What follows belongs to an exercise in optimizing a design on an open flow for small area, a short achievable clock period and few clock cycles; a production flow would make more cautious choices.
RTL that was checked went through simulation tests only; none was proved equivalent to the original.

job 3521:
==> flow/design.v <==
`timescale 1ns/10ps
module  SOBEL(clk,reset,busy,ready,iaddr,idata,cdata_rd,cdata_wr,caddr_rd,caddr_wr,cwr,crd,csel	);
input				clk;
input				reset;
output	reg 		busy;
input				ready;
output 	reg [16:0]		iaddr;
input  	[7:0]		idata;
input	[7:0]		cdata_rd;
output	reg [7:0]		cdata_wr;
output 	[15:0]		caddr_rd;
output 	reg [15:0]	caddr_wr;
output	reg         cwr;
output              crd;
output 	reg [1:0]	csel;
assign caddr_rd = 16'd0;
assign crd = 1'b0;
wire rmid = csel == 2'd3;
wire rbot = csel == 2'd1;
wire top  = csel == 2'd3;
reg ptop;        
reg pmid;        
reg pbot;        
reg vnext;       
reg started;     
wire rowend = caddr_wr[7:0] == 8'd254;    
wire done   = top & cwr & (&caddr_wr);
reg [8:0]  idr;   
reg [9:0]  N;     
reg [9:0]  W;     
reg [10:0] FF;    
reg [10:0] G1;    
reg [10:0] G2;    
reg [8:0]  G3;    
reg [7:0]  ybuf;
wire [8:0]  gs  = pmid ? 9'd0 : idr ^ {9{pbot}};
wire [10:0] gs1 = {{2{gs[8]}}, gs};
wire [11:0] g1n = {ptop ? G2 : G1, 1'b1} + {gs1, pbot};
wire [11:0] g2n = {ptop ? {{2{G3[8]}}, G3} : G2, 1'b1} + {gs1[9:0], pbot, pbot};
wire [9:0]  g3n = {ptop ? 9'd0 : G3, 1'b1} + {gs, pbot};
wire [9:0] csum = {1'b0, cdata_wr, 1'b1} + {1'b0, ybuf, 1'b1};     
wire [10:0] gx = ~FF;
wire [7:0] xc = gx[10] ? 8'd0 : (|gx[9:8]) ? 8'hff : gx[7:0];
wire [7:0] yc = G1[10] ? 8'd0 : (|G1[9:8]) ? 8'hff : G1[7:0];
always @(posedge clk) begin
    idr <= rmid ? {idata, 1'b0} : {1'b0, idata};
    N   <= (ptop ? 10'd0 : N) + {1'b0, idr};
    FF  <= (ptop ? ~{1'b0, W} : FF) + {2'b0, idr};
    if (ptop) W <= N;
    G1  <= g1n[11:1];
    G2  <= g2n[11:1];
    G3  <= g3n[9:1];
    cdata_wr <= ptop ? xc : ybuf;
    ybuf     <= ptop ? yc : csum[9:2];
end
always @(posedge clk or posedge reset) begin
    if (reset) begin
        busy     <= 1'b0;
        csel     <= 2'd0;
        ptop     <= 1'b0;
        pmid     <= 1'b0;
        pbot     <= 1'b0;
        iaddr    <= 17'd0;
        caddr_wr <= 16'd0;
        cwr      <= 1'b0;
        vnext    <= 1'b0;
        started  <= 1'b0;
    end else if (busy) begin
        csel  <= done ? 2'd0 : {~csel[1] | ~csel[0], csel[1]};
        ptop  <= csel == 2'd2;
        pmid  <= csel == 2'd3;
        pbot  <= csel == 2'd1;
        iaddr <= rbot ? iaddr + 17'h1FDFD + {16'd0, rowend} : iaddr + 17'd258;
        if (top) begin
            cwr      <= vnext & ~done;
            vnext    <= ~rowend & started;
            started  <= started | iaddr[0];
            if (cwr) caddr_wr <= caddr_wr + 16'd1;
            if (done) busy <= 1'b0;
        end
    end else if (ready & ~started) begin
        busy <= 1'b1;
        csel <= 2'd2;
    end
end
endmodule
clock: 5.0 ns
lec_check: 0
cap_margin: 20
core_margin: 2
core_utilization: 40
cts_buf_list: sky130_fd_sc_hd__clkbuf_8
cts_cluster_size: 30
setup_slack_margin: 2.2
slew_margin: 20
run.sh (not shown) runs the stock make flow with config.mk's settings and CLKGATE_MAP_FILE= SYNTH_SCRIPT=/design/flow/synth_recipe.tcl, a recipe that flattens the netlist after the stock synthesis.
Job 3521 | stages: all done | timing, DRC, antenna: all pass
> inputs changed (job 3521 -> job 3013)
==> flow/design.v, changed modules only <==
module  SOBEL(clk,reset,busy,ready,iaddr,idata,cdata_rd,cdata_wr,caddr_rd,caddr_wr,cwr,crd,csel	);
input				clk;
input				reset;
output	reg 		busy;
input				ready;
output 	reg [16:0]		iaddr;
input  	[7:0]		idata;
input	[7:0]		cdata_rd;
output	reg [7:0]		cdata_wr;
output 	[15:0]		caddr_rd;
output 	reg [15:0]	caddr_wr;
output	reg         cwr;
output              crd;
output 	reg [1:0]	csel;
assign caddr_rd = 16'd0;
assign crd = 1'b0;
wire rmid = csel == 2'd3;
wire rbot = csel == 2'd1;
wire top  = csel == 2'd3;
reg ptop;        
reg pbot;        
reg vnext;       
reg started;     
wire rowend = caddr_wr[7:0] == 8'd254;    
wire done   = top & cwr & (&caddr_wr);
reg [8:0]  idr;   
reg [9:0]  N;     
reg [9:0]  S1;    
reg [9:0]  S2;    
reg [8:0]  K;     
reg [8:0]  D1;    
reg [10:0] G2;    
reg [7:0]  ybuf;
wire [8:0]  d0  = ~K;                                    
wire [9:0]  nsum = (ptop ? 10'd0 : N) + {1'b0, idr};
wire [8:0]  ksum = K + idr;
wire [10:0] gx   = {1'b0, S2} - {1'b0, N};               
wire [10:0] gy   = G2 + {{2{d0[8]}}, d0};
wire [10:0] g2n  = {{2{D1[8]}}, D1} + {d0[8], d0, 1'b0};
wire [8:0]  csum = {1'b0, cdata_wr} + {1'b0, ybuf} + 9'd1;
wire [7:0] xc = gx[10] ? 8'd0 : (|gx[9:8]) ? 8'hff : gx[7:0];
wire [7:0] yc = gy[10] ? 8'd0 : (|gy[9:8]) ? 8'hff : gy[7:0];
always @(posedge clk) begin
    idr <= rmid ? {idata, 1'b0} : {1'b0, idata};
    N <= nsum;
    if (ptop) begin
        S1 <= N;
        S2 <= S1;
        D1 <= d0;
        G2 <= g2n;
        K  <= ~idr;
    end else if (pbot) begin
        K  <= ksum;
    end
    cdata_wr <= ptop ? xc : ybuf;
    ybuf     <= ptop ? yc : csum[8:1];
end
always @(posedge clk or posedge reset) begin
    if (reset) begin
        busy     <= 1'b0;
        csel     <= 2'd0;
        ptop     <= 1'b0;
        pbot     <= 1'b0;
        iaddr    <= 17'd0;
        caddr_wr <= 16'd0;
        cwr      <= 1'b0;
        vnext    <= 1'b0;
        started  <= 1'b0;
    end else if (busy) begin
        csel  <= done ? 2'd0 : {~csel[1] | ~csel[0], csel[1]};
        ptop  <= csel == 2'd2;
        pbot  <= csel == 2'd1;
        iaddr <= rbot ? iaddr + 17'h1FDFD + {16'd0, rowend} : iaddr + 17'd258;
        if (top) begin
            cwr      <= vnext & ~done;
            vnext    <= ~rowend & started;
            started  <= started | iaddr[0];
            if (cwr) caddr_wr <= caddr_wr + 16'd1;
            if (done) busy <= 1'b0;
        end
    end else if (ready & ~started) begin
        busy <= 1'b1;
        csel <= 2'd2;
    end
end
endmodule
Findings:
Higher wire length per cell was reported by job 3013, not job 3521.
Comparing the two runs side by side, job 3013 comes out ahead of job 3521 on worst setup slack.
Clock latency at the later pin of the worst-skew pair, job 3521 and job 3013, lower one = job 3013.
Job 3013: fraction of area in non-clock buffers 0.34 points below job 3521
Share of async-settable or async-resettable flops after synthesis, job 3521 and job 3013: larger value in job 3013
Final critical-path required period for job 3013: 0.013 ns down relative to job 3521
The higher number of flip-flops and latches came out of job 3521.
| worst slew margin relative to its limit | job 3013 vs job 3521 | 9.6 points lower |
On job 3013: share of the yosys chip area belonging to registers is 5.2 points higher than what job 3521 gave.
~same overall routed net length in job 3521 and job 3013
| worst clock skew | job 3521 vs job 3013 | ≈ equal |
Testbench counts of job 3013, summed over its fixed seeds: cycles 789,544.
Only the layout flow was run in job 3521; the RTL was not checked for function there.

## gamma
SOBEL, a different RTL version from the one above (not shown whole).
Size: roughly 650 cells after synthesis, ~110 flip-flops, about 81 I/O pins, ~7100 um^2 of cells after synthesis.
==> module SOBEL, before the edit <==
module  SOBEL(clk,reset,busy,ready,iaddr,idata,cdata_rd,cdata_wr,caddr_rd,caddr_wr,cwr,crd,csel	);
input				clk;
input				reset;
output	reg 		busy;
input				ready;
output 	reg [16:0]		iaddr;
input  	[7:0]		idata;
input	[7:0]		cdata_rd;
output	reg [7:0]		cdata_wr;
output 	[15:0]		caddr_rd;
output 	reg [15:0]	caddr_wr;
output	reg         cwr;
output              crd;
output 	reg [1:0]	csel;
function [16:0] add;
    input [16:0] a;
    input [16:0] b;
    input        ci;
    integer i, j;
    reg [16:0] p, g, x;
    begin
        x = a ^ b;
        p = x;
        g = a & b;
        g[0] = g[0] | (p[0] & ci);
        for (i = 1; i <= 5; i = i + 1)
            for (j = 2**i - 1; j < 17; j = j + 2**i) begin
                g[j] = g[j] | (p[j] & g[j - 2**(i-1)]);
                p[j] = p[j] & p[j - 2**(i-1)];
            end
        for (i = 5; i > 0; i = i - 1)
            for (j = 2**i + 2**(i-1) - 1; j < 17; j = j + 2**i) begin
                g[j] = g[j] | (p[j] & g[j - 2**(i-1)]);
                p[j] = p[j] & p[j - 2**(i-1)];
            end
        add = x ^ {g[15:0], ci};
    end
endfunction
assign caddr_rd = 16'd0;
assign crd = 1'b0;
wire top = csel == 2'd3;
wire mid = csel == 2'd1;
wire bot = csel == 2'd2;
reg vnext;       
reg init;        
wire rowend = caddr_wr[7:0] == 8'd254;    
wire done   = top & cwr & (&caddr_wr);
reg [9:0]  N;     
reg [9:0]  S1;    
reg [9:0]  S2;    
reg [8:0]  K;     
reg [8:0]  D1;    
reg [10:0] G2;    
reg [7:0]  ybuf;
wire [9:0]  pix = mid ? {1'b0, idata, 1'b0} : {2'b0, idata};
wire [8:0]  d0  = ~K;                                    
wire [16:0] nsum = add({7'd0, top ? 10'd0 : N}, {7'd0, pix}, 1'b0);
wire [16:0] ksum = add({8'd0, K}, {9'd0, idata}, 1'b0);
wire [16:0] gx   = add({7'd0, S2}, ~{7'd0, N}, 1'b1);    
wire [16:0] gy   = add({6'd0, G2}, {{8{d0[8]}}, d0}, 1'b0);
wire [16:0] g2n  = add({{8{D1[8]}}, D1}, {{7{d0[8]}}, d0, 1'b0}, 1'b0);
wire [16:0] csum = add({9'd0, cdata_wr}, {9'd0, ybuf}, 1'b1);
wire [7:0] xc = gx[10] ? 8'd0 : (|gx[9:8]) ? 8'hff : gx[7:0];
wire [7:0] yc = gy[10] ? 8'd0 : (|gy[9:8]) ? 8'hff : gy[7:0];
always @(posedge clk) begin
    N <= nsum[9:0];
    if (top) begin
        S1 <= N;
        S2 <= S1;
        D1 <= d0;
        G2 <= g2n[10:0];
        K  <= ~{1'b0, idata};
    end else if (bot) begin
        K  <= ksum[8:0];
    end
    cdata_wr <= top ? xc : ybuf;
    ybuf     <= top ? yc : csum[8:1];
end
always @(posedge clk or posedge reset) begin
    if (reset) begin
        busy     <= 1'b0;
        csel     <= 2'd3;
        iaddr    <= 17'd0;
        caddr_wr <= 16'd0;
        cwr      <= 1'b0;
        vnext    <= 1'b0;
        init     <= 1'b1;
    end else if (busy) begin
        csel  <= done ? 2'd0 : {csel[0] ^ csel[1], csel[1]};
        iaddr <= add(iaddr, bot ? 17'h1FDFD : 17'd258, bot & rowend);
        if (top) begin
            cwr      <= vnext & ~done;
            vnext    <= ~rowend & ~init;
            init     <= init & ~iaddr[0];
            if (cwr) caddr_wr <= add({1'b0, caddr_wr}, 17'd1, 1'b0);
            if (done) busy <= 1'b0;
        end
    end else begin
        busy <= ready & (csel != 2'd0);
    end
end
endmodule
make LEC_CHECK=0 CAP_MARGIN=20 CORE_MARGIN=2 CORE_UTILIZATION=40 SETUP_SLACK_MARGIN=2.0 SLEW_MARGIN=20 finish   # period 5.0 ns
Input changes introduced in alpha (baseline for comparison: gamma):
-- flow/design.v --
<<< gamma, line 18
    input [16:0] b;
    input        ci;
    integer i, j;
    reg [16:0] p, g, x;
    begin
        x = a ^ b;
        p = x;
        g = a & b;
        g[0] = g[0] | (p[0] & ci);
        for (i = 1; i <= 5; i = i + 1)
            for (j = 2**i - 1; j < 17; j = j + 2**i) begin
                g[j] = g[j] | (p[j] & g[j - 2**(i-1)]);
                p[j] = p[j] & p[j - 2**(i-1)];
            end
        for (i = 5; i > 0; i = i - 1)
            for (j = 2**i + 2**(i-1) - 1; j < 17; j = j + 2**i) begin
                g[j] = g[j] | (p[j] & g[j - 2**(i-1)]);
                p[j] = p[j] & p[j - 2**(i-1)];
            end
        add = x ^ {g[15:0], ci};
    end
endfunction
assign caddr_rd = 16'd0;
>>> alpha, line 18
    input [16:0] b;
    input        ci;
    add = a + b + {16'd0, ci};
endfunction
assign caddr_rd = 16'd0;
### Flow results
gamma vs alpha, start point of the critical path: caddr_wr[0]$_DFFE_PP0P_ vs idata[3]. Changes observed in alpha relative to gamma: number of nets in the finished design rose by 9, critical path depth fell 8, post-DP HPWL shows an increase of about 16%. Comparing alpha against gamma, there is no change at all in maximum number of buffers from clock root to sink. Summed area of non-filler cells in the final layout, alpha vs gamma: down by a few percent. Compared with gamma, in alpha core region area increased by 610 um^2 relative to the old numbers; wire length up 11%; met1 track demand over resource went up by 1.1 points. The final reports for alpha and gamma show setup slack higher in the former.
No functional check of the RTL was part of any run of this note.

Setup of red:
Another version of the RTL of SOBEL (not shown whole).
Size: ~130 flip-flops, about 81 I/O pins.
==> module SOBEL, before the edit <==
module  SOBEL(clk,reset,busy,ready,iaddr,idata,cdata_rd,cdata_wr,caddr_rd,caddr_wr,cwr,crd,csel	);
input				clk;
input				reset;
output	reg 		busy;
input				ready;
output 	reg [16:0]		iaddr;
input  	[7:0]		idata;
input	[7:0]		cdata_rd;
output	[7:0]		cdata_wr;
output 	[15:0]		caddr_rd;
output 	reg [15:0]	caddr_wr;
output	reg         cwr;
output              crd;
output 	reg [1:0]	csel;
function [10:0] csadd;
    input [10:0] a;
    input [10:0] b;
    input        ci;
    reg [5:0] lo;
    reg [5:0] h0;
    reg [5:0] h1;
    begin
        lo = {1'b0, a[4:0]} + {1'b0, b[4:0]} + {5'd0, ci};
        h0 = {a[10:5]} + {b[10:5]};
        h1 = {a[10:5]} + {b[10:5]} + 6'd1;
        csadd = {lo[5] ? h1 : h0, lo[4:0]};
    end
endfunction
assign caddr_rd = 16'd0;
assign crd = 1'b0;
wire rmid = csel == 2'd3;
wire rbot = csel == 2'd1;
wire top  = csel == 2'd3;
reg ptop;        
reg pbot;        
reg vnext;       
reg started;     
reg  rowend;     
wire done   = top & cwr & (&caddr_wr);
reg [8:0]  idr;   
reg [9:0]  N;     
reg [9:0]  S1;    
reg [9:0]  S2;    
reg [8:0]  K;     
reg [8:0]  D1;    
reg [10:0] G2;    
reg [10:0] cw;    
reg [10:0] ybuf;  
wire [8:0]  d0  = ~K;                                    
wire [10:0] nsum = csadd({1'b0, ptop ? 10'd0 : N}, {2'b0, idr}, 1'b0);
wire [10:0] ksum = csadd({2'b0, K}, {2'b0, idr}, 1'b0);
wire [10:0] gx   = csadd({1'b0, S2}, ~{1'b0, N}, 1'b1);   
wire [10:0] gy   = csadd(G2, {{2{d0[8]}}, d0}, 1'b0);
wire [10:0] g2n  = csadd({{2{D1[8]}}, D1}, {d0[8], d0, 1'b0}, 1'b0);
wire [7:0]  yc   = ybuf[10] ? 8'd0 : (|ybuf[9:8]) ? 8'hff : ybuf[7:0];
wire [9:0]  csum = {1'b0, cdata_wr, 1'b1} + {1'b0, yc, 1'b1};   
assign cdata_wr = cw[10] ? 8'd0 : (|cw[9:8]) ? 8'hff : cw[7:0];
always @(posedge clk) begin
    idr <= rmid ? {idata, 1'b0} : {1'b0, idata};
    N <= nsum[9:0];
    if (ptop) begin
        S1 <= N;
        S2 <= S1;
        D1 <= d0;
        G2 <= g2n;
        K  <= ~idr;
    end else if (pbot) begin
        K  <= ksum[8:0];
    end
    cw   <= ptop ? gx : {3'd0, yc};
    ybuf <= ptop ? gy : {3'd0, csum[9:2]};
end
always @(posedge clk or posedge reset) begin
    if (reset) begin
        busy     <= 1'b0;
        csel     <= 2'd0;
        ptop     <= 1'b0;
        pbot     <= 1'b0;
        iaddr    <= 17'd0;
        caddr_wr <= 16'd0;
        cwr      <= 1'b0;
        vnext    <= 1'b0;
        started  <= 1'b0;
        rowend   <= 1'b0;
    end else if (busy) begin
        csel  <= done ? 2'd0 : {~csel[1] | ~csel[0], csel[1]};
        ptop  <= csel == 2'd2;
        pbot  <= csel == 2'd1;
        iaddr <= rbot ? iaddr + 17'h1FDFD + {16'd0, rowend} : iaddr + 17'd258;
        if (top) begin
            cwr      <= vnext & ~done;
            vnext    <= ~rowend & started;
            started  <= started | iaddr[0];
            if (cwr) caddr_wr <= caddr_wr + 16'd1;
            rowend   <= caddr_wr[7:0] == (cwr ? 8'd253 : 8'd254);
            if (done) busy <= 1'b0;
        end
    end else if (ready & ~started) begin
        busy <= 1'b1;
        csel <= 2'd2;
    end
end
endmodule
clock: 5.0 ns
lec_check: 0
cap_margin: 20
core_margin: 2
core_utilization: 40
cts_buf_list: sky130_fd_sc_hd__clkbuf_8
cts_cluster_size: 30
place_density: 0.75
setup_slack_margin: 2.4
slew_margin: 20
standard.sh (not shown) runs the stock make flow with config.mk's settings and CLKGATE_MAP_FILE= SYNTH_SCRIPT=/design/flow/synth_recipe.tcl, a recipe that flattens the netlist after the stock synthesis.
==> flow/flow/run.sh <==
#!/bin/bash
# The standard layout, with plain buffers (instead of delay cells) on the
# input and output ports. Each tool's output goes to its own log here.
set -euo pipefail
export BUFFER_PORTS_ARGS="-buffer_cell sky130_fd_sc_hd__buf_2"
bash standard.sh > standard.log 2>&1
Every stage of the flow completed for red, and the final layout passed the timing, design-rule and antenna checks.
diff inputs: red => blue
==> flow/design.v <==
`timescale 1ns/10ps
module  SOBEL(clk,reset,busy,ready,iaddr,idata,cdata_rd,cdata_wr,caddr_rd,caddr_wr,cwr,crd,csel	);
input				clk;
input				reset;
output	reg 		busy;
input				ready;
output 	reg [16:0]		iaddr;
input  	[7:0]		idata;
input	[7:0]		cdata_rd;
output	[7:0]		cdata_wr;
output 	[15:0]		caddr_rd;
output 	reg [15:0]	caddr_wr;
output	reg         cwr;
output              crd;
output 	reg [1:0]	csel;
assign caddr_rd = 16'd0;
assign crd = 1'b0;
wire rmid = csel == 2'd3;
wire rbot = csel == 2'd1;
wire top  = csel == 2'd3;
reg ptop;        
reg pbot;        
reg vnext;       
reg started;     
reg  rowend;     
wire done   = top & cwr & (&caddr_wr);
reg [8:0]  idr;   
reg [9:0]  N;     
reg [9:0]  S1;    
reg [9:0]  S2;    
reg [8:0]  K;     
reg [8:0]  D1;    
reg [10:0] G2;    
reg [10:0] cw;    
reg [10:0] ybuf;  
wire [8:0]  d0  = ~K;                                    
wire [9:0]  nsum = (ptop ? 10'd0 : N) + {1'b0, idr};
wire [8:0]  ksum = K + idr;
wire [10:0] gx   = {1'b0, S2} - {1'b0, N};               
wire [10:0] gy   = G2 + {{2{d0[8]}}, d0};
wire [10:0] g2n  = {{2{D1[8]}}, D1} + {d0[8], d0, 1'b0};
wire [7:0]  yc   = ybuf[10] ? 8'd0 : (|ybuf[9:8]) ? 8'hff : ybuf[7:0];
wire [9:0]  csum = {1'b0, cdata_wr, 1'b1} + {1'b0, yc, 1'b1};   
assign cdata_wr = cw[10] ? 8'd0 : (|cw[9:8]) ? 8'hff : cw[7:0];
always @(posedge clk) begin
    idr <= rmid ? {idata, 1'b0} : {1'b0, idata};
    N <= nsum;
    if (ptop) begin
        S1 <= N;
        S2 <= S1;
        D1 <= d0;
        G2 <= g2n;
        K  <= ~idr;
    end else if (pbot) begin
        K  <= ksum;
    end
    cw   <= ptop ? gx : {3'd0, yc};
    ybuf <= ptop ? gy : {3'd0, csum[9:2]};
end
always @(posedge clk) begin
    ptop <= busy & (csel == 2'd2);
    pbot <= busy & (csel == 2'd1);
    if (ptop) rowend <= caddr_wr[7:0] == (cwr ? 8'd253 : 8'd254);
end
always @(posedge clk or posedge reset) begin
    if (reset) begin
        busy     <= 1'b0;
        csel     <= 2'd0;
        iaddr    <= 17'd0;
        caddr_wr <= 16'd0;
        cwr      <= 1'b0;
        vnext    <= 1'b0;
        started  <= 1'b0;
    end else if (busy) begin
        csel  <= done ? 2'd0 : {~csel[1] | ~csel[0], csel[1]};
        iaddr <= rbot ? iaddr + 17'h1FDFD + {16'd0, rowend} : iaddr + 17'd258;
        if (top) begin
            cwr      <= vnext & ~done;
            vnext    <= ~rowend & started;
            started  <= started | iaddr[0];
            if (cwr) caddr_wr <= caddr_wr + 16'd1;
            if (done) busy <= 1'b0;
        end
    end else if (ready & ~started) begin
        busy <= 1'b1;
        csel <= 2'd2;
    end
end
endmodule
==> notes.md <==
- The met3 global-route usage of blue exceeds that of red by 0.18 points.
- In blue relative to red, wire length had gone up by a few percent.
- Comparing blue and red, filler-free cell count of the finished design is lower on blue.
- red has lower post-synthesis compound-gate area fraction than blue.
No run of this note included a check of the RTL's function; only the layout flow was run.

afterwards: timing with drivers on the ports:
No port has a modelled driver above. Below, the same layouts with a new extraction and two added sets of constraints.
Step 1, drivers: a clkbuf_16 drives clk and a buf_2 each remaining input, both assumed.
Step 2 also shifts input and output timing later by t, the mid clock arrival at the registers, as if the neighbouring blocks saw the same clock.
a / b / c = ideal ports / drivers / drivers and shift; a / b = the first two.
| run | shift t [ns] | slack for setup (ns) | worst setup path at the end |
|---|---|---|---|
| job 3521 | 0.487 | 2.340 / 2.303 / 2.341 | register to register |
| job 3013 | 0.471 | 2.353 / 2.316 / 2.375 | register to register |
| gamma | 0.452 | 1.858 / 1.858 / 1.736 | input to register |
| alpha | 0.448 | 2.089 / 2.096 / 1.660 | input to register |
| red | 0.468 | 2.481 / 2.481 / 2.481 | register to register |
| blue | 0.470 | 2.510 / 2.506 / 2.510 | register to register |
After both steps every run listed still meets setup and hold. For alpha, which loses most, drivers alone change the setup slack by +0.007 ns; drivers and shift together by -0.429 ns.
